This is an optimization exercise on Yosys and OpenROAD, whose aim is small area, not a production implementation.

## Mesh
module Mesh(
  input         clock,
  input  [7:0]  io_in_a_0_0,
  input  [7:0]  io_in_a_1_0,
  input  [7:0]  io_in_a_2_0,
  input  [7:0]  io_in_a_3_0,
  input  [7:0]  io_in_d_0_0,
  input  [7:0]  io_in_d_1_0,
  input  [7:0]  io_in_d_2_0,
  input  [7:0]  io_in_d_3_0,
  input  [15:0] io_in_b_0_0,
  input  [15:0] io_in_b_1_0,
  input  [15:0] io_in_b_2_0,
  input  [15:0] io_in_b_3_0,
  input         io_in_control_0_0_propagate,
  input         io_in_control_1_0_propagate,
  input         io_in_control_2_0_propagate,
  input         io_in_control_3_0_propagate,
  output [15:0] io_out_c_0_0,
  output [15:0] io_out_c_1_0,
  output [15:0] io_out_c_2_0,
  output [15:0] io_out_c_3_0
);
Size: roughly 4600 cells after synthesis, roughly 1100 flip-flops, ~200 I/O pins, ~0.055 mm² of cells after synthesis.
clock: 5.2 ns
lec_check: 0
cap_margin: 20
core_margin: 2
core_utilization: 40
gpl_timing_driven: 0
place_density: 0.6
slew_margin: 20
synth_hierarchical: 1
standard.sh (not shown) runs the stock make flow with config.mk's settings and CLKGATE_MAP_FILE= SYNTH_SCRIPT=/design/flow/synth_recipe.tcl, a recipe that flattens the netlist after the stock synthesis.
==> flow/flow/run.sh <==
#!/bin/bash
# Layout with the standard flow (standard synthesis unchanged), with two
# changes: the port buffers are the smallest buffer cell, and clock tree
# synthesis inserts no dummy load cells.
set -euo pipefail
CTS="-sink_clustering_enable -repair_clock_nets -sink_clustering_size 10 -sink_clustering_max_diameter 40 -buf_list {sky130_fd_sc_hd__clkbuf_4 sky130_fd_sc_hd__clkbuf_8} -dont_use_dummy_load"
bash standard.sh \
  "BUFFER_PORTS_ARGS=-buffer_cell sky130_fd_sc_hd__buf_1" \
  "CTS_ARGS=$CTS" \
  finish > flow.log 2>&1
Rerun with:
--- a/flow/flow/run.sh
+++ b/flow/flow/run.sh
@@ -6 +6 @@
-CTS="-sink_clustering_enable -repair_clock_nets -sink_clustering_size 10 -sink_clustering_max_diameter 40 -buf_list {sky130_fd_sc_hd__clkbuf_4 sky130_fd_sc_hd__clkbuf_8} -dont_use_dummy_load"
+CTS="-sink_clustering_enable -repair_clock_nets -sink_clustering_size 24 -sink_clustering_max_diameter 50 -buf_list {sky130_fd_sc_hd__clkbuf_8 sky130_fd_sc_hd__clkbuf_16} -dont_use_dummy_load"
Worst setup slack improves by 0.043 ns.
Area after synthesis stays the same.
Die area does not change.
Cell area came out higher by 0.50%.
Wire length came out lower by 0.57%.
Final cell count came out lower by 0.99%.
Non-clock buffer count stays the same.
Hold slack improves by 0.061 ns.
Rerun with:
--- a/flow/flow/run.sh
+++ b/flow/flow/run.sh
@@ -6 +6 @@
-CTS="-sink_clustering_enable -repair_clock_nets -sink_clustering_size 24 -sink_clustering_max_diameter 50 -buf_list {sky130_fd_sc_hd__clkbuf_8 sky130_fd_sc_hd__clkbuf_16} -dont_use_dummy_load"
+CTS="-sink_clustering_enable -repair_clock_nets -sink_clustering_size 16 -sink_clustering_max_diameter 40 -buf_list sky130_fd_sc_hd__clkbuf_8 -dont_use_dummy_load"
- CTS_BUF_LIST: default -> sky130_fd_sc_hd__clkbuf_8
- CTS_CLUSTER_DIAMETER: default -> 40
- CTS_CLUSTER_SIZE: default -> 16
- GPL_TIMING_DRIVEN: 0 -> default
Result: Setup slack gets worse by 0.0052 ns; critical path depth is higher by 2.
Rerun with:
--- a/flow/flow/run.sh
+++ b/flow/flow/run.sh
@@ -6 +6 @@
-CTS="-sink_clustering_enable -repair_clock_nets -sink_clustering_size 16 -sink_clustering_max_diameter 40 -buf_list sky130_fd_sc_hd__clkbuf_8 -dont_use_dummy_load"
+CTS="-sink_clustering_enable -repair_clock_nets -sink_clustering_size 16 -sink_clustering_max_diameter 70 -buf_list sky130_fd_sc_hd__clkbuf_8 -dont_use_dummy_load"
- CTS_BUF_LIST: sky130_fd_sc_hd__clkbuf_8 -> default
- CTS_CLUSTER_DIAMETER: 40 -> default
- CTS_CLUSTER_SIZE: 16 -> default
- GPL_TIMING_DRIVEN: default -> 0
=> Wire length came out lower by a few percent; fmax came out lower slightly; final area came out lower by a few percent; area after synthesis does not change; register-to-register slack loses 0.03 ns; setup slack loses 0.028 ns.
No functional check of the RTL was part of any run of this note.

[what the ideal ports hide]
The flow's constraints put no driver on any port. The routed layouts listed below were extracted and timed again, unchanged, in two steps.
Step 1 assumes that a clkbuf_16 drives the clock port and a buf_2 every other input.
Step 2 times the ports against the registers' clock, not the clock port: input delays grow and output delays shrink by t, the midpoint of the rising clock arrivals with the driver on.
a / b / c = no drivers / after step 1 / after step 2; a / b = the first two.
run | t, ns | setup slack, ns | clock arrival spread, ns | worst data-port slew with drivers (ns) | cell pins on the clock port's net
the first run | 0.923 | 0.166 / 0.166 / 0.166 | 0.106 / 0.106 | 0.16 | 1
the second run | 0.772 | 0.209 / 0.209 / 0.209 | 0.078 / 0.078 | 0.16 | 1
the third run | 0.923 | 0.204 / 0.204 / 0.204 | 0.122 / 0.122 | 0.07 | 1
the fourth run | 0.838 | 0.176 / 0.176 / 0.176 | 0.089 / 0.089 | 0.16 | 1
After both steps setup and hold are still met in every run listed.
